Source: an optimization exercise on an open RTL-to-GDS flow (aim: small area and a short achievable clock period). Production flows keep margins and buffers that such runs may drop.
Function was checked by simulation only, so behaviour that the tests miss may differ from the original.

==> flow/design.v, too long to show whole: its modules and the start of the top module <==
// module top_convolution: 1414 lines
// module conv_carry_ks: 23 lines
// module conv_gp: 4 lines
// module conv_g: 3 lines
// module conv_ha: 4 lines
// module conv_xo: 3 lines
// module conv_or: 3 lines
// module conv_xn: 3 lines
// module conv_fa: 4 lines
// module conv_carry: 27 lines
module top_convolution#(parameter int IMG_SIZE = 5)(
    input clk,
    input rst,
    input [23:0] in,
    input [71:0] FILTER,
    output reg [(IMG_SIZE-2)*(IMG_SIZE-2)*9-1:0] OUT);
  // ...
==> flow/flow/run.sh <==
#!/bin/bash
# Layout flow: the standard ORFS flow (standard.sh, unchanged synthesis)
# with two settings changed: the port buffers are buf_1 cells instead of the
# default choice, and timing repair aims for 12.5 ns of setup slack.
set -euo pipefail
export BUFFER_PORTS_ARGS="-buffer_cell sky130_fd_sc_hd__buf_1"
export SETUP_SLACK_MARGIN=12.5
bash standard.sh > standard_make.log 2>&1
==> flow/standard.sh <==
#!/bin/bash
# synth_recipe.tcl (not shown) runs the flow's synth.tcl, then flattens the netlist and writes it again
# the make line also repeats each setting of config.mk as NAME=value (left out here)
make -C /OpenROAD-flow-scripts/flow DESIGN_CONFIG=/design/flow/config.mk WORK_HOME=/design/flow/orfs CLKGATE_MAP_FILE= SYNTH_SCRIPT=/design/flow/synth_recipe.tcl "${@:-finish}"
==> flow/config.mk <==
export PLATFORM = sky130hd
export DESIGN_NAME = top_convolution
export DESIGN_NICKNAME = top_convolution
export VERILOG_FILES = /design/flow/design.v
export SDC_FILE = /design/flow/constraint.sdc
export NUM_CORES = 4
export LEC_CHECK = 0
export CAP_MARGIN = 20
export CORE_MARGIN = 2
export CORE_UTILIZATION = 40
export CTS_BUF_LIST = sky130_fd_sc_hd__clkbuf_16 sky130_fd_sc_hd__clkbuf_8 sky130_fd_sc_hd__clkbuf_4
export SLEW_MARGIN = 20
export SYNTH_HIERARCHICAL = 1
export SYNTH_MINIMUM_KEEP_SIZE = 0
==> flow/constraint.sdc <==
create_clock -name core_clock -period 17.0 [get_ports {clk}]
set_input_delay 3.4000 -clock core_clock [delete_from_list [all_inputs] [get_ports {clk}]]
set_output_delay 3.4000 -clock core_clock [all_outputs]
set_load 0.01 [all_outputs]
==> impl_metrics.yaml, run 1 <==
cts:
  cts_resized: 10
  insertion_delay_ns: 0.58
  path_clk_slew_ns: 0.07
  cts.sinks: 275
  clockRootBuffer: "clkbuf_16"
finish:
  nClkBuffers: 32
  mostFrequentLayoutCells: "nand2_1 (397), fa_1 (253), dfxtp_1 (189)"
  multi_input_area_um2: 9487
  largest_register_ffs: 81
  nonClkBufAreaFrac_pct: 5.272
  nNetsFinal: 1895
  nFlopsAndLatches: 275
  sh_seq_area_pct: 34.11
critical_path:
  worstPathCellList: "clkbuf_2"
  rr_worst_depth: 11
  cp_num_cells: 1
  r2r-start: "s[0]$_DFF_P_"
place:
  dp.cells: 1952
  place_area_um2: 17210
  routabilityCongestion: 0.8108
logic_synthesis:
  syn_area_per_cell_um2: 12.28
run_status:
  status: "finished clean"
timing:
  tns_ns: 0
  rsz0062_at_grt: "yes"
grt:
  grt_overflow: 0
run:
  maxCapViolCount: 0
==> run 2: changes to the inputs <==
--- a/flow/config.mk
+++ b/flow/config.mk
@@ -8,7 +8,9 @@
 export CAP_MARGIN = 20
 export CORE_MARGIN = 2
 export CORE_UTILIZATION = 40
-export CTS_BUF_LIST = sky130_fd_sc_hd__clkbuf_16 sky130_fd_sc_hd__clkbuf_8 sky130_fd_sc_hd__clkbuf_4
+export CTS_BUF_LIST = sky130_fd_sc_hd__clkbuf_16
+export CTS_CLUSTER_DIAMETER = 50
+export CTS_CLUSTER_SIZE = 25
 export SLEW_MARGIN = 20
 export SYNTH_HIERARCHICAL = 1
 export SYNTH_MINIMUM_KEEP_SIZE = 0
==> run 2 against run 1 <==
  * Still clean on timing, DRC and antenna
  * Core utilization rose by 0.38 points
  * Synthesized cell count did not move
  * Global-route usage barely moved
  * Count of clock-buffer cells in the layout fell by 1
  * Critical path type unchanged
==> impl_metrics.yaml, run 2 <==
critical_path:
  slowest_delay_ns: 0.42
  worst-path-max-fanout: 1
  cp.arrival_ns: 1.16
  crit_buf_inv: 1
  cpLargestDelayFamily: "flip-flops"
  critPathKind: "flop to primary output"
  start_kind: "flop"
  critPathSlowestCell: "edfxtp_1"
  cp.required_ns: 13.60
  end_kind: "primary output"
  worstPathCellList: "clkbuf_2"
finish:
  drive_gt1_share_pct: 10.41
  n_antenna_cell: 0
  largest_register_ffs: 81
  mostFrequentLayoutCells: "nand2_1 (397), fa_1 (253), dfxtp_1 (189)"
  final_common_cell: "nand2_1"
  fin_cells: 2014
  area_growth_pct: 16.55
  reg_top3: "OUT x81, f x72"
  fin_area_um2: 18680
  nNetsFinal: 1893
  max_flop_register: "OUT"
run:
  maxCapViolCount: 0
cts:
  cts_tree: "yes"
  clockRootBuffer: "clkbuf_16"
  cts_buffers: 30
  cts_buffer_depth: 3
  path_clk_slew_ns: 0.08
  cts.sinks: 275
  htreeDepth: 1
  insertion_delay_ns: 0.59
place:
  routabilityCongestion: 0.8108
  place_area_um2: 17210
  portBuffers: 178
  dp.cells: 1952
  dpl.hpwl_um: 22790
timing:
  rsz0062_at_grt: "yes"
  drv_slew: 0
  tns_ns: 0
  worst_slew_pin_slew_ns: 0.9474
  holdWs_ns: 0.3187
  fmax_mhz: 219.1
  fin_crit_ns: 4.565
  setup_viol: 0
  period_share_pct: 26.85
  skew_ns: 0.02571
  max_slew_margin_pct: 36.71
  final_hold_viol_count: 0
floorplanning:
  core_um2: 39640
  io_pins: 179
  dieWidth_um: 204.2
  die_area_um2: 41690
  start_util_pct: 40.44
  die_y_um: 204.2
  rows: 73
drt:
  dr.pass1.iters: 5
  wire_per_inst_um: 16.57
  drc: 0
  drt-initial-drc-count: 333
  via_per_inst: 4.753
  finalWirelength_um: 33360
  ant_nets: 0
  dr_total_vias: 9572
grt:
  grt_pass1_wl_um: 52810
  grt_use_total_pct: 16.05
  antenna_found_initial: 0
  first_global_vias: 10427
  grt_max_degree: 73
  grt_overflow: 0
run_status:
  status: "finished clean"
logic_synthesis:
  syn_area_per_cell_um2: 12.28
  syn-instance-count: 1305
  netlist_area_um2: 16030
  ys_warn_count: 7
worst_hold_path:
  hold_path.class: "flop to flop"
run 2: worst paths after layout:
check / depth (start not counted) / slack [ns] / endpoint / startpoint
min reg2reg: 0 / 0.32 / d0b[3]$_DFF_P_ / d0a[3]$_DFF_P_
max: 1 / 12.44 / OUT[17] / OUT[17]$_DFFE_PP_
min: 0 / 0.32 / d0b[3]$_DFF_P_ / d0a[3]$_DFF_P_
max reg2reg: 11 / 12.61 / OUT[35]$_DFFE_PP_ / s[1]$_DFF_P_
run 2: what timing repair did:
action	CTS	global route
resized for setup	11	69
pin swaps	0	3
buffers inserted	0	1
hold buffers	0	0
setup endpoints to repair	122	111
gates cloned	0	5
run 2: layer usage:
layer	vias up	GRT usage, %	share of wire [%]
li1	4393	-	-
met1	4844	20.33	42
met2	280	28.74	51
met3	55	2.248	5.5
met4	0	4.296	2.0
met5	-	0	0
run 2: area by class of cell:
type	instances	area, um^2
Fill cell	3629	20960
Clock inverter	25	426.7
Timing Repair Buffer	192	979.7
Clock buffer	31	775.7
Tap cell	525	656.9
Multi-Input combinational cell	960	9498
Inverter	6	22.52
Sequential cell	275	6325
run 2: stage by stage:
step / util, % / worst slack [ns]
3_5_place_dp: 43.42 / 11.94
6_report: 47.13 / 12.44
3_3_place_gp: 43.42 / 11.95
4_1_cts: 46.56 / 12.40
5_1_grt: 47.13 / 12.38
2_1_floorplan: - / 12.11
==> run 3: changes to the inputs <==
--- a/flow/flow/run.sh
+++ b/flow/flow/run.sh
@@ -5,4 +5,5 @@
 set -euo pipefail
 export BUFFER_PORTS_ARGS="-buffer_cell sky130_fd_sc_hd__buf_1"
 export SETUP_SLACK_MARGIN=12.5
+export CTS_ARGS="-sink_clustering_enable -repair_clock_nets -buf_list sky130_fd_sc_hd__clkbuf_16 -sink_clustering_size 30 -sink_clustering_max_diameter 60 -distance_between_buffers 500 -branching_point_buffers_distance 500"
 bash standard.sh > standard_make.log 2>&1
--- a/flow/config.mk
+++ b/flow/config.mk
@@ -9,8 +9,8 @@
 export CORE_MARGIN = 2
 export CORE_UTILIZATION = 40
 export CTS_BUF_LIST = sky130_fd_sc_hd__clkbuf_16
-export CTS_CLUSTER_DIAMETER = 50
-export CTS_CLUSTER_SIZE = 25
+export CTS_CLUSTER_DIAMETER = 60
+export CTS_CLUSTER_SIZE = 30
 export SLEW_MARGIN = 20
 export SYNTH_HIERARCHICAL = 1
 export SYNTH_MINIMUM_KEEP_SIZE = 0
==> run 3 against run 2 <==
  * Core utilization decreased by 0.39 points
  * Routed wire length about the same
  * Die area unchanged
  * Synthesized cell count unchanged
  * Critical path type unchanged
  * Cell count decreased by 0.45%
  * Clock skew decreased by 0.0011 ns
  * Sequential cell count unchanged
  * Count of clock-buffer cells in the layout decreased by 6
  * First-iteration DRC count decreased by 6.9%
  * Via count decreased by 0.53%
  * Cell area decreased by 0.83%
==> impl_metrics.yaml, run 3 <==
drt:
  drt-initial-drc-count: 310
  wire_per_inst_um: 16.65
  dr_total_vias: 9521
  via_per_inst: 4.749
  wl_met3_um: 1769
  finalWirelength_um: 33380
  dr.max_layer_used: "met4"
  ant_nets: 0
  met2_length_um: 17020
  dr.pass1.iters: 5
  drc: 0
  m1WireLength_um: 13920
cts:
  cts.sinks: 275
  cts_tree: "yes"
  cts_buffer_depth: 3
  htreeDepth: 1
  path_clk_slew_ns: 0.09
  clockRootBuffer: "clkbuf_16"
  cts_buffers: 24
  insertion_delay_ns: 0.57
  holdBufCountCts: 0
critical_path:
  end_kind: "primary output"
  worstPathCellList: "buf_1"
  slowest_delay_ns: 0.42
  cp.arrival_ns: 1.13
  critPathSlowestCell: "edfxtp_1"
  cp.required_ns: 13.60
  crit_buf_inv: 1
  start_kind: "flop"
  critPathKind: "flop to primary output"
  worst-path-max-fanout: 1
  cpLargestDelayFamily: "flip-flops"
timing:
  period_share_pct: 26.65
  max_slew_margin_pct: 36.47
  tns_ns: 0
  final_hold_viol_count: 0
  setup_viol: 0
  fmax_mhz: 220.7
  drv_slew: 0
  fin_crit_ns: 4.531
  skew_ns: 0.02460
  rsz0062_at_grt: "yes"
  worst_slew_pin_slew_ns: 0.9509
finish:
  fin_area_um2: 18530
  n_antenna_cell: 0
  drive_gt1_share_pct: 9.527
  nNetsFinal: 1890
  post-route-util_pct: 46.74
  max_flop_register: "OUT"
  area.sequential_um2: 6327
  area_growth_pct: 15.59
  largest_register_ffs: 81
  fillers: 3634
  reg_top3: "OUT x81, f x72"
  mostFrequentLayoutCells: "nand2_1 (397), fa_1 (253), dfxtp_1 (189)"
  final_common_cell: "nand2_1"
  multi_input_area_um2: 9508
logic_synthesis:
  ys_warn_count: 7
  syn-instance-count: 1305
  netlist_area_um2: 16030
  syn_area_per_cell_um2: 12.28
floorplanning:
  io_pins: 179
  die_y_um: 204.2
  start_util_pct: 40.44
  die_area_um2: 41690
  dieWidth_um: 204.2
  rows: 73
  core_um2: 39640
worst_hold_path:
  hold_path.class: "flop to flop"
place:
  portBuffers: 178
  dpl.hpwl_um: 22790
  routabilityCongestion: 0.8108
  place_area_um2: 17210
run_status:
  status: "finished clean"
run:
  maxCapViolCount: 0
grt:
  grt_use_total_pct: 15.99
  grt_overflow: 0
  first_global_vias: 10358
  antenna_found_initial: 0
  grt_max_degree: 73
  grt_pass1_wl_um: 52700
## run 3: final timing paths
kind / cells after the start / startpoint / endpoint / slack [ns]
max reg2reg: 11 / s[1]$_DFF_P_ / OUT[80]$_DFFE_PP_ / 12.64
max: 1 / OUT[35]$_DFFE_PP_ / OUT[35] / 12.47
min reg2reg: 0 / r0c[5]$_DFF_P_ / d0a[5]$_DFF_P_ / 0.32
min: 0 / r0c[5]$_DFF_P_ / d0a[5]$_DFF_P_ / 0.32
## run 3: layout make-up
class / count / share of cell area (%)
inverters: 6 / 0.1215
clock inverters: 19 / 2.114
repair buffers: 195 / 5.382
flip-flops and latches: 275 / 34.15
multi-input cells: 960 / 51.31
well taps: 525 / 3.545
clock buffers: 25 / 3.376
## run 3: timing repair
item	in CTS	in global routing
setup buffers	0	4
gates cloned	0	5
resized for setup	12	65
pin swaps	0	8
setup endpoints to repair	93	99
## run 3: routing by layer
| metal | vias up | track usage (%) |
|---|---|---|
| met5 | - | 0 |
| met1 | 4829 | 20.49 |
| met3 | 49 | 2.057 |
| met2 | 268 | 28.68 |
| li1 | 4375 | - |
| met4 | 0 | 3.908 |
## run 3: per-stage QoR
step / instances / setup slack [ns] / hold WS, ns
floorplan: 1308 / 12.11 / 0.3096
finish: 2005 / 12.47 / 0.3221
global route: 2005 / 12.43 / 0.3111
global placement: 1952 / 11.95 / 0.3107
detailed placement: 1952 / 11.94 / 0.3121
CTS: 1996 / 12.44 / 0.3200
==> run 4: changes to the inputs <==
==> flow/flow/run.sh (replaced) <==
#!/bin/bash
# Layout flow: the standard ORFS flow (standard.sh, unchanged synthesis)
# with two settings changed: the port buffers are buf_1 cells instead of the
# default choice, and timing repair aims for 12.5 ns of setup slack.
set -euo pipefail
export BUFFER_PORTS_ARGS="-buffer_cell sky130_fd_sc_hd__buf_1"
export SETUP_SLACK_MARGIN=12.5
export CTS_ARGS="-sink_clustering_enable -repair_clock_nets -buf_list sky130_fd_sc_hd__clkbuf_16 -sink_clustering_size 30 -sink_clustering_max_diameter 60 -sink_clustering_levels 1"
bash standard.sh > standard_make.log 2>&1
==> run 4 against run 3 <==
  * Critical endpoint unchanged
  * Die area did not move
  * Count of clock-buffer cells in the layout unchanged
  * Non-clock buffer count unchanged
  * Cell count unchanged
  * Routed wire length unchanged
  * Global-route usage did not move
  * First-iteration DRC count unchanged
  * Via count unchanged
==> impl_metrics.yaml, run 4 <==
run_status:
  status: "finished clean"
logic_synthesis:
  ys_warn_count: 7
  syn-instance-count: 1305
  netlist_area_um2: 16030
  syn_area_per_cell_um2: 12.28
timing:
  setup_viol: 0
  worst_slew_pin_slew_ns: 0.9509
  holdWs_ns: 0.3221
  max_slew_margin_pct: 36.47
  rsz0062_at_grt: "yes"
  skew_ns: 0.02460
  period_share_pct: 26.65
  final_hold_viol_count: 0
  tns_ns: 0
  drv_slew: 0
  fin_crit_ns: 4.531
  fmax_mhz: 220.7
place:
  dpl.hpwl_um: 22790
  routabilityCongestion: 0.8108
  dp.cells: 1952
  portBuffers: 178
  place_area_um2: 17210
cts:
  cts_buffers: 24
  clockRootBuffer: "clkbuf_16"
  holdBufCountCts: 0
  path_clk_slew_ns: 0.09
  cts_tree: "yes"
  cts.sinks: 275
  insertion_delay_ns: 0.57
  htreeDepth: 1
  cts_buffer_depth: 3
drt:
  dr.pass1.iters: 5
  drc: 0
  drt-initial-drc-count: 310
  ant_nets: 0
  dr_total_vias: 9521
  finalWirelength_um: 33380
  wire_per_inst_um: 16.65
  via_per_inst: 4.749
finish:
  final_common_cell: "nand2_1"
  nNetsFinal: 1890
  max_flop_register: "OUT"
  n_antenna_cell: 0
  fin_area_um2: 18530
  fin_cells: 2005
  drive_gt1_share_pct: 9.527
  fillers: 3634
  reg_top3: "OUT x81, f x72"
  largest_register_ffs: 81
  mostFrequentLayoutCells: "nand2_1 (397), fa_1 (253), dfxtp_1 (189)"
  area_growth_pct: 15.59
grt:
  grt_max_degree: 73
  grt_pass1_wl_um: 52700
  grt_overflow: 0
  gr-max-usage-layer: "met2"
  antenna_found_initial: 0
  met1_usage_pct: 20.49
  first_global_vias: 10358
  grt_use_total_pct: 15.99
  grtUsageMet3_pct: 2.057
  use_met2_pct: 28.68
floorplanning:
  io_pins: 179
  die_y_um: 204.2
  rows: 73
  dieWidth_um: 204.2
  die_area_um2: 41690
  start_util_pct: 40.44
  core_um2: 39640
run:
  maxCapViolCount: 0
critical_path:
  end_kind: "primary output"
  cpLargestDelayFamily: "flip-flops"
  start_kind: "flop"
  rr_worst_depth: 11
  cp.arrival_ns: 1.13
  critPathSlowestCell: "edfxtp_1"
  r2r-start: "s[1]$_DFF_P_"
  r2r_end: "OUT[80]$_DFFE_PP_"
  worstPathCellList: "buf_1"
  rrSetupSlack_ns: 12.64
  slowest_delay_ns: 0.42
  critPathKind: "flop to primary output"
  crit_buf_inv: 1
  cp.required_ns: 13.60
  worst-path-max-fanout: 1
worst_hold_path:
  worstHoldStart: "r0c[5]$_DFF_P_"
  hold_end: "d0a[5]$_DFF_P_"
  hold_path.class: "flop to flop"
  hold_depth: 0
run 4: cell type report:
| type | instances | area [um^2] | share of cell area, % |
|---|---|---|---|
| Sequential cell | 275 | 6327 | 34.15 |
| Tap cell | 525 | 656.9 | 3.545 |
| Clock inverter | 19 | 391.6 | 2.114 |
| Clock buffer | 25 | 625.6 | 3.376 |
| Timing Repair Buffer | 195 | 997.2 | 5.382 |
| Multi-Input combinational cell | 960 | 9508 | 51.31 |
| Inverter | 6 | 22.52 | 0.1215 |
run 4: worst max path at each step:
stage | from | end | slack [ns] | cells past startpoint
global route | OUT[26]$_DFFE_PP_ | OUT[26] | 12.43 | 1
global placement | in[18] | s[7]$_DFF_P_ | 11.95 | 7
detailed placement | in[18] | s[7]$_DFF_P_ | 11.94 | 7
finish | OUT[35]$_DFFE_PP_ | OUT[35] | 12.47 | 1
floorplan | in[5] | s[8]$_DFF_P_ | 12.11 | 6
CTS | OUT[79]$_DFFE_PP_ | OUT[79] | 12.44 | 1
run 4: repair_timing:
item / 4_1_cts / 5_1_grt
cloned: 0 / 5
endpoints found under the setup margin: 93 / 99
buffers inserted: 0 / 4
pin swaps: 0 / 8
gates resized for setup: 12 / 65
run 4: stage by stage:
stage / util (%) / setup slack, ns
after floorplan: - / 12.11
after global placement: 43.42 / 11.95
after detailed placement: 43.42 / 11.94
after CTS: 46.10 / 12.44
after global routing: 46.74 / 12.43
final: 46.74 / 12.47
run 4: per-layer routing:
layer	vias up	routed length, um
li1	4375	-
met1	4829	13920
met2	268	17020
met3	49	1769
met4	0	668
met5	-	0
==> run 5: changes to the inputs <==
==> flow/flow/run.sh (replaced) <==
#!/bin/bash
# Layout flow: the standard ORFS flow (standard.sh, unchanged synthesis)
# with two settings changed: the port buffers are buf_1 cells instead of the
# default choice, and timing repair aims for 12.5 ns of setup slack.
set -euo pipefail
export BUFFER_PORTS_ARGS="-buffer_cell sky130_fd_sc_hd__buf_1"
export SETUP_SLACK_MARGIN=12.5
bash standard.sh > standard_make.log 2>&1
==> run 5 against run 4 <==
  * Critical path depth stayed put
  * Cell area stayed put
  * Non-clock buffer count stayed put
  * Still clean on timing, DRC and antenna
  * Cell count stayed put
==> impl_metrics.yaml, run 5 <==
run:
  maxCapViolCount: 0
drt:
  dr_total_vias: 9521
  dr.pass1.iters: 5
  drc: 0
  wire_per_inst_um: 16.65
  drt-initial-drc-count: 310
  finalWirelength_um: 33380
  ant_nets: 0
  via_per_inst: 4.749
grt:
  grt_max_degree: 73
  antenna_found_initial: 0
  grt_overflow: 0
  first_global_vias: 10358
  grt_use_total_pct: 15.99
  grt_pass1_wl_um: 52700
critical_path:
  end_kind: "primary output"
  r2r_end: "OUT[80]$_DFFE_PP_"
  slowest_delay_ns: 0.42
  cp.required_ns: 13.60
  cp.arrival_ns: 1.13
  r2r-start: "s[1]$_DFF_P_"
  rrSetupSlack_ns: 12.64
  critPathKind: "flop to primary output"
  worstPathCellList: "buf_1"
  worst-path-max-fanout: 1
  crit_buf_inv: 1
  cpLargestDelayFamily: "flip-flops"
  start_kind: "flop"
  critPathSlowestCell: "edfxtp_1"
  rr_worst_depth: 11
timing:
  fmax_mhz: 220.7
  final_hold_viol_count: 0
  setup_viol: 0
  worst_slew_pin_slew_ns: 0.9509
  tns_ns: 0
  setup_ws_ns: 12.47
  skew_ns: 0.02460
  max_slew_margin_pct: 36.47
  drv_slew: 0
  rsz0062_at_grt: "yes"
  period_share_pct: 26.65
  holdWs_ns: 0.3221
  fin_crit_ns: 4.531
place:
  dp.cells: 1952
  portBuffers: 178
  dpl.hpwl_um: 22790
  post-place-ws_ns: 11.94
  routabilityCongestion: 0.8108
cts:
  htreeDepth: 1
  cts_buffer_depth: 3
  cts_tree: "yes"
  holdBufCountCts: 0
  cts.sinks: 275
  cts_buffers: 24
  insertion_delay_ns: 0.57
  clockRootBuffer: "clkbuf_16"
  path_clk_slew_ns: 0.09
logic_synthesis:
  syn-instance-count: 1305
  netlist_area_um2: 16030
  syn_area_per_cell_um2: 12.28
  ys_warn_count: 7
floorplanning:
  die_area_um2: 41690
  start_util_pct: 40.44
  die_y_um: 204.2
  rows: 73
  io_pins: 179
  dieWidth_um: 204.2
  core_um2: 39640
run_status:
  status: "finished clean"
finish:
  post-route-util_pct: 46.74
  max_flop_register: "OUT"
  area_growth_pct: 15.59
  nNetsFinal: 1890
  reg_top3: "OUT x81, f x72"
  n_antenna_cell: 0
  fillers: 3634
  largest_register_ffs: 81
  fin_cells: 2005
  final_common_cell: "nand2_1"
  drive_gt1_share_pct: 9.527
  mostFrequentLayoutCells: "nand2_1 (397), fa_1 (253), dfxtp_1 (189)"
worst_hold_path:
  hold_path.class: "flop to flop"
  hold_end: "d0a[5]$_DFF_P_"
  worstHoldStart: "r0c[5]$_DFF_P_"
  hold_depth: 0
-- run 5: routing by layer --
layer / track usage [%] / vias up / part of all wire [%]
li1: - / 4375 / -
met2: 28.68 / 268 / 51
met5: 0 / - / 0
met3: 2.057 / 49 / 5.3
met4: 3.908 / 0 / 2.0
met1: 20.49 / 4829 / 42
-- run 5: final cells by class --
class | instances | area [um^2] | area share (%)
multi-input cells | 960 | 9508 | 51.31
well taps | 525 | 656.9 | 3.545
repair buffers | 195 | 997.2 | 5.382
clock buffers | 25 | 625.6 | 3.376
inverters | 6 | 22.52 | 0.1215
clock inverters | 19 | 391.6 | 2.114
flip-flops and latches | 275 | 6327 | 34.15
-- run 5: worst reg2reg max path, stage by stage, from the launching register on --
cell and delay [ns]:
dfxtp_4 0.44, buf_16 0.18, nand2_1 0.10, fa_1 0.38
fa_1 0.51, fa_1 0.44, fa_1 0.44, fa_1 0.41
fa_1 0.40, fa_1 0.43, xor2_2 0.21, nor2b_4 0.16
-- run 5: worst max-delay path by stage --
stage	startpoint	end	slack, ns	depth (start not counted)
after detailed placement	in[18]	s[7]$_DFF_P_	11.94	7
after floorplan	in[5]	s[8]$_DFF_P_	12.11	6
final	OUT[35]$_DFFE_PP_	OUT[35]	12.47	1
after global routing	OUT[26]$_DFFE_PP_	OUT[26]	12.43	1
after global placement	in[18]	s[7]$_DFF_P_	11.95	7
after CTS	OUT[79]$_DFFE_PP_	OUT[79]	12.44	1
-- run 5: timing repair --
item | in CTS | in global routing
pin swaps | 0 | 8
setup endpoints to repair | 93 | 99
gates cloned | 0 | 5
buffers inserted | 0 | 4
gates resized for setup | 12 | 65
-- run 5: stage by stage --
step                      instance area [um^2]
final                                    18530
after detailed placement                 17210
after global placement                   17210
after floorplan                          16120
after CTS                                18280
after global routing                     18530
==> run 6: changes to the inputs <==
==> flow/flow/run.sh (replaced) <==
#!/bin/bash
# Layout flow: the standard ORFS flow (standard.sh, unchanged synthesis)
# with two settings changed: the port buffers are buf_1 cells instead of the
# default choice, and timing repair aims for 12.6 ns of setup slack.
set -euo pipefail
export BUFFER_PORTS_ARGS="-buffer_cell sky130_fd_sc_hd__buf_1"
export SETUP_SLACK_MARGIN=12.6
bash standard.sh > standard_make.log 2>&1
==> run 6 against run 5 <==
  * Via count is 0.18% lower
  * Critical endpoint is now OUT[3]
  * Critical path type unchanged
  * Non-clock buffer count is 4 higher
  * Hold slack hardly changed
  * Largest cell class unchanged
  * Count of clock-buffer cells in the layout is 2 higher
==> impl_metrics.yaml, run 6 <==
finish:
  area_growth_pct: 16.55
  reg_top3: "OUT x81, f x72"
  area.sequential_um2: 6327
  max_flop_register: "OUT"
  n_antenna_cell: 0
  post-route-util_pct: 47.13
  fin_cells: 2013
  drive_gt1_share_pct: 10.69
  largest_register_ffs: 81
  fillers: 3638
  final_common_cell: "nand2_1"
  nNetsFinal: 1896
  mostFrequentLayoutCells: "nand2_1 (397), fa_1 (252), dfxtp_1 (189)"
  multi_input_area_um2: 9530
timing:
  fin_crit_ns: 4.562
  max_slew_margin_pct: 41.09
  rsz0062_at_grt: "yes"
  worst_slew_pin_slew_ns: 0.8837
  fmax_mhz: 219.2
  tns_ns: 0
  drv_slew: 0
  skew_ns: 0.02221
  final_hold_viol_count: 0
  setup_viol: 0
  period_share_pct: 26.83
worst_hold_path:
  worstHoldStart: "d1a[5]$_DFF_P_"
  hold_depth: 0
  hold_path.class: "flop to flop"
floorplanning:
  die_area_um2: 41690
  dieWidth_um: 204.2
  core_um2: 39640
  rows: 73
  start_util_pct: 40.44
  die_y_um: 204.2
  io_pins: 179
drt:
  drt-initial-drc-count: 372
  dr_total_vias: 9504
  wire_per_inst_um: 16.69
  dr.pass1.iters: 4
  ant_nets: 0
  via_per_inst: 4.721
  drc: 0
  finalWirelength_um: 33600
grt:
  grt_use_total_pct: 16.38
  first_global_vias: 10382
  antenna_found_initial: 0
  grt_overflow: 0
  grt_max_degree: 73
  grt_pass1_wl_um: 53700
critical_path:
  crit_start: "OUT[3]$_DFFE_PP_"
  crit_buf_inv: 1
  r2r-start: "s[0]$_DFF_P_"
  end_kind: "primary output"
  slowest_delay_ns: 0.43
  cp.arrival_ns: 1.16
  cpLargestDelayFamily: "flip-flops"
  cp.required_ns: 13.60
  rr_worst_depth: 11
  worst-path-max-fanout: 1
  start_kind: "flop"
  critPathSlowestCell: "edfxtp_1"
  worstPathCellList: "clkbuf_2"
  cp_num_cells: 1
  critPathKind: "flop to primary output"
cts:
  path_clk_slew_ns: 0.09
  cts.sinks: 275
  htreeDepth: 1
  cts_buffer_depth: 3
  clockRootBuffer: "clkbuf_16"
  insertion_delay_ns: 0.58
  cts_buffers: 26
  cts_tree: "yes"
logic_synthesis:
  syn_area_per_cell_um2: 12.28
  syn-instance-count: 1305
  ys_warn_count: 7
  netlist_area_um2: 16030
place:
  routabilityCongestion: 0.8087
  dpl.hpwl_um: 22830
  dp.cells: 1952
  portBuffers: 178
run_status:
  status: "finished clean"
run:
  maxCapViolCount: 0
## run 6: metrics by stage
step / setup WS (ns) / hold slack, ns / instance area [um^2]
floorplan: 12.11 / 0.3096 / 16140
global placement: 11.95 / 0.3101 / 17230
detailed placement: 11.92 / 0.3121 / 17230
CTS: 12.42 / 0.3276 / 18440
global route: 12.39 / 0.3259 / 18680
finish: 12.44 / 0.3217 / 18680
## run 6: metal layers
layer	up-vias	share of wire, %	track usage [%]
li1	4381	-	-
met1	4819	43	20.95
met2	254	50	28.63
met3	50	5.0	2.408
met4	0	2.5	5.202
met5	-	0	0
## run 6: worst register-to-register path: stages (launching register included)
cell and delay [ns]:
dfxtp_4 0.40, buf_12 0.14, nand2_1 0.08, fa_1 0.41
fa_1 0.52, fa_1 0.44, fa_1 0.42, fa_1 0.40
fa_1 0.40, fa_2 0.37, xor2_2 0.19, nor2b_2 0.19
## run 6: final cells by class
cell class	instances	share of cell area, %
clock buffer	27	3.616
clock inverter	21	2.190
inverter	6	0.1205
multi-input combinational	960	51.01
sequential	275	33.87
tap	525	3.516
timing repair buffer	199	5.679
## run 6: final timing paths
path	slack, ns	to
setup reg to reg	12.76	OUT[17]$_DFFE_PP_
setup / recovery	12.44	OUT[3]
hold reg to reg	0.32	d1b[5]$_DFF_P_
hold / removal	0.32	d1b[5]$_DFF_P_
## run 6: repair_timing
action | in CTS | in global routing
pin swaps | 9 | 6
resized for setup | 14 | 73
gates cloned | 1 | 4
setup endpoints to repair | 126 | 115
hold buffers | 0 | 0
hold endpoints to repair | 0 | 0
buffers inserted | 5 | 3
==> run 7: changes to the inputs <==
==> flow/flow/run.sh (replaced) <==
#!/bin/bash
# Layout flow: the standard ORFS flow (standard.sh, unchanged synthesis)
# with two settings changed: the port buffers are buf_1 cells instead of the
# default choice, and timing repair aims for 12.2 ns of setup slack.
set -euo pipefail
export BUFFER_PORTS_ARGS="-buffer_cell sky130_fd_sc_hd__buf_1"
export SETUP_SLACK_MARGIN=12.2
bash standard.sh > standard_make.log 2>&1
==> run 7 against run 6 <==
  * First-iteration DRC count down 2.7%
  * Non-clock buffer count shrank 12
  * Clock skew decreased by 0.0019 ns
  * Cell count fell by 0.55%
  * Register-to-register slack got worse by 0.34 ns
  * Critical endpoint is now r0b[8]$_DFF_P_
==> impl_metrics.yaml, run 7 <==
floorplanning:
  start_util_pct: 40.44
  rows: 73
  dieWidth_um: 204.2
  core_um2: 39640
  die_y_um: 204.2
  io_pins: 179
  die_area_um2: 41690
timing:
  setup_viol: 0
  final_hold_viol_count: 0
  period_share_pct: 26.93
  max_slew_margin_pct: 36.24
  skew_ns: 0.02030
  holdWs_ns: 0.3233
  drv_slew: 0
  rsz0062_at_grt: "no"
  fmax_mhz: 218.4
  worst_slew_pin_slew_ns: 0.9544
  fin_crit_ns: 4.579
  tns_ns: 0
critical_path:
  cpLargestDelayFamily: "adder cells"
  end_kind: "flop"
  worst-path-max-fanout: 55
  cp.required_ns: 17.46
  cp.arrival_ns: 5.04
  slowest_delay_ns: 0.59
  critPathKind: "flop to flop"
  crit_start: "s[0]$_DFF_P_"
  start_kind: "flop"
  path_common_cell: "fa_1"
  cp_num_cells: 11
  critPathSlowestCell: "dfxtp_2"
  worstPathCellList: "buf_8 -> nand2_1 -> fa_1 -> fa_1 -> fa_1 -> fa_1 -> fa_1 -> fa_1 -> fa_1 -> ha_1 -> xor2_1"
  rr_worst_depth: 11
  r2r-start: "s[0]$_DFF_P_"
  crit_buf_inv: 1
  cp-endpoint: "r0b[8]$_DFF_P_"
  rrSetupSlack_ns: 12.42
  r2r_end: "r0b[8]$_DFF_P_"
cts:
  cts_buffers: 27
  post-cts-setup-buffers: 0
  path_clk_slew_ns: 0.09
  htreeDepth: 1
  clockRootBuffer: "clkbuf_16"
  cts_buffer_depth: 3
  cts.sinks: 275
  insertion_delay_ns: 0.58
  cts_tree: "yes"
  holdBufCountCts: 0
logic_synthesis:
  netlist_area_um2: 16030
  syn-instance-count: 1305
  ys_warn_count: 7
  syn_area_per_cell_um2: 12.28
finish:
  drive_gt1_share_pct: 5.349
  mostFrequentLayoutCells: "nand2_1 (397), fa_1 (253), dfxtp_1 (190)"
  reg_top3: "OUT x81, f x72"
  area_growth_pct: 15.02
  fin_area_um2: 18440
  multi_input_area_um2: 9474
  nNetsFinal: 1884
  final_common_cell: "nand2_1"
  fillers: 3648
  max_flop_register: "OUT"
  largest_register_ffs: 81
  n_antenna_cell: 0
  area.sequential_um2: 6321
grt:
  grt_max_degree: 64
  grt_use_total_pct: 15.99
  grt_pass1_wl_um: 52870
  grt_overflow: 0
  antenna_found_initial: 0
  first_global_vias: 10370
drt:
  ant_nets: 0
  drt-initial-drc-count: 362
  finalWirelength_um: 31800
  dr.pass1.iters: 5
  wire_per_inst_um: 15.88
  dr_total_vias: 9466
  drc: 0
  via_per_inst: 4.728
run_status:
  status: "finished clean"
worst_hold_path:
  hold_path.class: "flop to flop"
  worstHoldStart: "r0c[5]$_DFF_P_"
run:
  maxCapViolCount: 0
place:
  dpl.hpwl_um: 22710
  portBuffers: 178
  routabilityCongestion: 0.7976
  place_area_um2: 17210
run 7: per-layer routing:
metal  vias up  share of wire (%)  wire length [um]  track usage (%)
met5         -                  0                 0                0
met1      4811                 43             13740            20.81
met2       255                 50             15830            28.06
met3        46                5.2              1659            2.232
li1       4354                  -                 -                -
met4         0                1.8               569            4.089
run 7: layout make-up:
cell class                      count  area share, %
Multi-Input combinational cell    959          51.38
Clock buffer                       27          3.664
Timing Repair Buffer              187          4.112
Clock inverter                     23          2.871
Inverter                            6         0.1221
Tap cell                          525          3.563
Sequential cell                   275          34.28
run 7: worst register-to-register path: stages, from the launching register on:
cell	delay, ns
dfxtp_2	0.59
buf_8	0.39
nand2_1	0.18
fa_1	0.42
fa_1	0.47
fa_1	0.41
fa_1	0.38
fa_1	0.39
fa_1	0.38
fa_1	0.47
ha_1	0.21
xor2_1	0.15
run 7: metrics by stage:
| step | setup slack (ns) | utilization, % | instances |
|---|---|---|---|
| after detailed placement | 11.91 | 43.41 | 1952 |
| after CTS | 12.22 | 46.46 | 2002 |
| final | 12.42 | 46.51 | 2002 |
| after global placement | 11.95 | 43.41 | 1952 |
| after global routing | 12.21 | 46.51 | 2002 |
| after floorplan | 12.11 | - | 1308 |
run 7: repair_timing:
action | CTS | global route
setup endpoints to repair | 5 | 28
gates resized for setup | 1 | 8
pin swaps | 0 | 0
run 7: worst min path at each step:
| stage | end | cells past startpoint | slack [ns] |
|---|---|---|---|
| floorplan | d0a[0]$_DFF_P_ | 0 | 0.31 |
| global placement | d1b[3]$_DFF_P_ | 0 | 0.31 |
| detailed placement | d1a[1]$_DFF_P_ | 0 | 0.31 |
| CTS | d0a[5]$_DFF_P_ | 0 | 0.33 |
| global route | d1b[5]$_DFF_P_ | 0 | 0.33 |
| finish | d0a[5]$_DFF_P_ | 0 | 0.32 |
==> run 8: changes to the inputs <==
==> flow/flow/run.sh (replaced) <==
#!/bin/bash
# Layout flow: the standard ORFS flow (standard.sh, unchanged synthesis)
# with two settings changed: the port buffers are buf_1 cells instead of the
# default choice, and timing repair aims for 12.3 ns of setup slack.
set -euo pipefail
export BUFFER_PORTS_ARGS="-buffer_cell sky130_fd_sc_hd__buf_1"
export SETUP_SLACK_MARGIN=12.3
bash standard.sh > standard_make.log 2>&1
==> run 8 against run 7 <==
  * Still clean on timing, DRC and antenna
  * Synthesized area stayed put
  * Critical path type is now flop to primary output
  * Routed wire length about the same
  * Critical endpoint is now OUT[73]
  * Non-clock buffer count stayed put
==> impl_metrics.yaml, run 8 <==
drt:
  wire_per_inst_um: 15.88
  ant_nets: 0
  finalWirelength_um: 31790
  dr.pass1.iters: 5
  via_per_inst: 4.733
  drt-initial-drc-count: 358
  dr_total_vias: 9476
  drc: 0
run:
  maxCapViolCount: 0
place:
  dp.cells: 1952
  dpl.hpwl_um: 22710
  routabilityCongestion: 0.7976
  portBuffers: 178
  place_area_um2: 17210
finish:
  fin_area_um2: 18450
  multi_input_area_um2: 9477
  final_common_cell: "nand2_1"
  largest_register_ffs: 81
  reg_top3: "OUT x81, f x72"
  max_flop_register: "OUT"
  drive_gt1_share_pct: 5.416
  area.sequential_um2: 6324
  fin_cells: 2002
  mostFrequentLayoutCells: "nand2_1 (397), fa_1 (253), dfxtp_1 (190)"
  area_growth_pct: 15.11
  fillers: 3647
  n_antenna_cell: 0
  nNetsFinal: 1884
critical_path:
  critPathSlowestCell: "edfxtp_1"
  worstPathCellList: "buf_1"
  cp.arrival_ns: 1.13
  cpLargestDelayFamily: "flip-flops"
  rrSetupSlack_ns: 12.55
  crit_buf_inv: 1
  r2r_end: "r0b[8]$_DFF_P_"
  end_kind: "primary output"
  r2r-start: "s[1]$_DFF_P_"
  critPathKind: "flop to primary output"
  slowest_delay_ns: 0.41
  cp.required_ns: 13.60
  start_kind: "flop"
  worst-path-max-fanout: 1
  rr_worst_depth: 11
floorplanning:
  dieWidth_um: 204.2
  die_y_um: 204.2
  io_pins: 179
  die_area_um2: 41690
  rows: 73
  start_util_pct: 40.44
  core_um2: 39640
logic_synthesis:
  ys_warn_count: 7
  netlist_area_um2: 16030
  syn_area_per_cell_um2: 12.28
  syn-instance-count: 1305
cts:
  clockRootBuffer: "clkbuf_16"
  path_clk_slew_ns: 0.10
  insertion_delay_ns: 0.58
  cts_buffer_depth: 3
  holdBufCountCts: 0
  cts_buffers: 27
  htreeDepth: 1
  cts.sinks: 275
  cts_tree: "yes"
grt:
  grt_overflow: 0
  grt_max_degree: 64
  antenna_found_initial: 0
  first_global_vias: 10369
  grt_use_total_pct: 15.99
  grt_pass1_wl_um: 52880
worst_hold_path:
  worstHoldStart: "r0c[5]$_DFF_P_"
  hold_depth: 0
  hold_end: "d0a[5]$_DFF_P_"
  hold_path.class: "flop to flop"
timing:
  setup_viol: 0
  drv_slew: 0
  worst_slew_pin_slew_ns: 0.9658
  fin_crit_ns: 4.535
  final_hold_viol_count: 0
  period_share_pct: 26.68
  tns_ns: 0
  rsz0062_at_grt: "yes"
  fmax_mhz: 220.5
  max_slew_margin_pct: 35.48
  skew_ns: 0.02062
  holdWs_ns: 0.3233
run_status:
  status: "finished clean"
## run 8: worst max-delay path by stage
| stage | start | cells after the start | end | slack, ns |
|---|---|---|---|---|
| 2_1_floorplan | in[5] | 6 | s[8]$_DFF_P_ | 12.11 |
| 3_3_place_gp | in[18] | 7 | s[7]$_DFF_P_ | 11.95 |
| 3_5_place_dp | in[22] | 7 | s[7]$_DFF_P_ | 11.91 |
| 4_1_cts | s[0]$_DFF_P_ | 11 | r0c[8]$_DFF_P_ | 12.34 |
| 5_1_grt | s[2]$_DFF_P_ | 11 | OUT[53]$_DFFE_PP_ | 12.30 |
| 6_report | OUT[73]$_DFFE_PP_ | 1 | OUT[73] | 12.47 |
## run 8: final cells by class
| cell class | count | area share (%) |
|---|---|---|
| clock inverters | 23 | 2.868 |
| flip-flops and latches | 275 | 34.27 |
| repair buffers | 187 | 4.163 |
| clock buffers | 27 | 3.662 |
| inverters | 6 | 0.1221 |
| well taps | 525 | 3.560 |
| multi-input cells | 959 | 51.36 |
## run 8: repair_timing
action | CTS | global route
endpoints found under the setup margin | 28 | 27
buffers inserted | 0 | 0
resized for setup | 3 | 10
## run 8: stage by stage
| stage | setup WS [ns] | utilization [%] |
|---|---|---|
| floorplan | 12.11 | - |
| global placement | 11.95 | 43.41 |
| detailed placement | 11.91 | 43.41 |
| CTS | 12.34 | 46.48 |
| global route | 12.30 | 46.55 |
| finish | 12.47 | 46.55 |
## run 8: routing by layer
layer  part of all wire (%)  global-route usage [%]  vias up
li1                       -                       -     4354
met1                     43                   20.82     4828
met2                     50                   28.06      249
met3                    5.1                   2.232       45
met4                    1.7                   4.089        0
met5                      0                       0        -
==> run 9: changes to the inputs <==
==> flow/flow/run.sh (replaced) <==
#!/bin/bash
# Layout flow: the standard ORFS flow (standard.sh, unchanged synthesis)
# with two settings changed: the port buffers are buf_1 cells instead of the
# default choice, and timing repair aims for 12.4 ns of setup slack.
set -euo pipefail
export BUFFER_PORTS_ARGS="-buffer_cell sky130_fd_sc_hd__buf_1"
export SETUP_SLACK_MARGIN=12.4
bash standard.sh > standard_make.log 2>&1
==> run 9 against run 8 <==
  * Fmax decreased by 0.39%
  * Cell area decreased by 0.87%
  * Routed wire length increased by 0.36%
  * Still clean on timing, DRC and antenna
  * Sequential cell count unchanged
  * Synthesized area unchanged
  * Highest routed layer unchanged
  * Cell count decreased by 0.20%
  * Global-route usage increased by 0.10 points
  * Setup slack got worse by 0.018 ns
  * First-iteration DRC count increased by 3.9%
==> impl_metrics.yaml, run 9 <==
grt:
  met1_usage_pct: 20.78
  grtUsageMet3_pct: 2.742
  grt_overflow: 0
  first_global_vias: 10272
  antenna_found_initial: 0
  grt_pass1_wl_um: 52720
  grt_use_total_pct: 16.09
  gr-max-usage-layer: "met2"
  grt_max_degree: 73
  use_met2_pct: 27.83
critical_path:
  cp.required_ns: 13.60
  worstPathCellList: "clkbuf_2"
  worst-path-max-fanout: 1
  slowest_delay_ns: 0.43
  end_kind: "primary output"
  critPathKind: "flop to primary output"
  start_kind: "flop"
  cp.arrival_ns: 1.15
  cpLargestDelayFamily: "flip-flops"
  crit_buf_inv: 1
  critPathSlowestCell: "edfxtp_1"
timing:
  holdWs_ns: 0.3299
  setup_viol: 0
  fmax_mhz: 219.6
  period_share_pct: 26.78
  worst_slew_pin_slew_ns: 1.015
  tns_ns: 0
  final_hold_viol_count: 0
  rsz0062_at_grt: "yes"
  fin_crit_ns: 4.553
  skew_ns: 0.03225
  drv_slew: 0
  max_slew_margin_pct: 32.21
floorplanning:
  start_util_pct: 40.44
  die_area_um2: 41690
  io_pins: 179
  core_um2: 39640
  rows: 73
  die_y_um: 204.2
  dieWidth_um: 204.2
cts:
  insertion_delay_ns: 0.58
  clockRootBuffer: "clkbuf_16"
  post-cts-setup-buffers: 0
  cts_buffers: 25
  cts_tree: "yes"
  cts_buffer_depth: 3
  cts.sinks: 275
  path_clk_slew_ns: 0.10
  htreeDepth: 1
finish:
  max_flop_register: "OUT"
  fillers: 3677
  fin_area_um2: 18290
  largest_register_ffs: 81
  mostFrequentLayoutCells: "nand2_1 (397), fa_1 (253), dfxtp_1 (190)"
  area_growth_pct: 14.10
  fin_cells: 1998
  nNetsFinal: 1882
  final_common_cell: "nand2_1"
  n_antenna_cell: 0
  drive_gt1_share_pct: 5.431
  multi_input_area_um2: 9484
  reg_top3: "OUT x81, f x72"
  area.sequential_um2: 6324
drt:
  wire_per_inst_um: 15.97
  dr_total_vias: 9448
  drc: 0
  finalWirelength_um: 31910
  via_per_inst: 4.729
  drt-initial-drc-count: 372
  ant_nets: 0
  dr.pass1.iters: 5
worst_hold_path:
  hold_path.class: "flop to flop"
logic_synthesis:
  netlist_area_um2: 16030
  ys_warn_count: 7
  syn-instance-count: 1305
  syn_area_per_cell_um2: 12.28
run_status:
  status: "finished clean"
place:
  dpl.hpwl_um: 22960
  routabilityCongestion: 0.8046
  portBuffers: 178
  dp.cells: 1952
  place_area_um2: 17210
run:
  maxCapViolCount: 0
==> run 9: cell type report <==
| class | instances | area share, % |
|---|---|---|
| clock buffer | 25 | 3.420 |
| multi-input combinational | 959 | 51.85 |
| sequential | 275 | 34.57 |
| tap | 525 | 3.591 |
| timing repair buffer | 187 | 4.227 |
| clock inverter | 21 | 2.216 |
| inverter | 6 | 0.1231 |
==> run 9: worst paths after layout <==
path,cells past startpoint,slack [ns],to,from
max,1,12.45,OUT[7],OUT[7]$_DFFE_PP_
min reg2reg,0,0.33,d0b[3]$_DFF_P_,d0a[3]$_DFF_P_
min,0,0.33,d0b[3]$_DFF_P_,d0a[3]$_DFF_P_
max reg2reg,11,12.63,r1b[8]$_DFF_P_,s[0]$_DFF_P_
==> run 9: per-layer routing <==
metal | vias up | share of wire [%]
met5 | - | 0
met4 | 0 | 2.3
met3 | 55 | 6.1
met2 | 271 | 49
met1 | 4767 | 42
li1 | 4355 | -
==> run 9: timing repair <==
item                                    in CTS  in global routing
hold buffers                                 0                  0
endpoints found under the setup margin      28                 27
gates resized for setup                      8                  8
pin swaps                                    0                  0
==> run 9: stage by stage <==
stage,utilization (%),setup slack [ns]
5_1_grt,46.14,12.38
4_1_cts,46.09,12.40
3_5_place_dp,43.42,11.90
3_3_place_gp,43.42,11.94
2_1_floorplan,-,12.11
6_report,46.14,12.45

-- re-timing with driven ports --
In the flow no input, the clock included, has a driving cell. The finished layouts below were timed again as built, in two steps. Step 1 sets driving cells, clkbuf_16 on the clock port and buf_2 on the other inputs (assumed; they add their load-dependent delay and slew). Step 2 moves the port delays by t, midway between the first and last clock arrival at a register: inputs arrive t later, outputs are due t later. That takes back most of the time a late clock gives input paths. a / b / c = no drivers / after step 1 / after step 2; a / b = the first two.
run | t (ns) | setup WS [ns] | latest minus earliest clock arrival (ns)
run 1 | 0.619 | 12.465 / 12.414 / 11.922 | 0.030 / 0.029
run 2 | 0.635 | 12.435 / 12.381 / 11.936 | 0.030 / 0.031
run 3 | 0.603 | 12.469 / 12.419 / 11.940 | 0.027 / 0.027
run 4 | 0.603 | 12.469 / 12.419 / 11.940 | 0.027 / 0.027
run 5 | 0.603 | 12.469 / 12.419 / 11.940 | 0.027 / 0.027
run 6 | 0.617 | 12.438 / 12.386 / 11.909 | 0.025 / 0.025
run 7 | 0.620 | 12.421 / 12.411 / 11.906 | 0.023 / 0.022
run 8 | 0.619 | 12.465 / 12.414 / 11.908 | 0.023 / 0.023
run 9 | 0.611 | 12.447 / 12.396 / 11.884 | 0.037 / 0.037
After both steps every run listed still meets setup and hold. The setup slack of run 9, which loses most, moves by -0.051 ns with the drivers and by -0.563 ns with both steps.
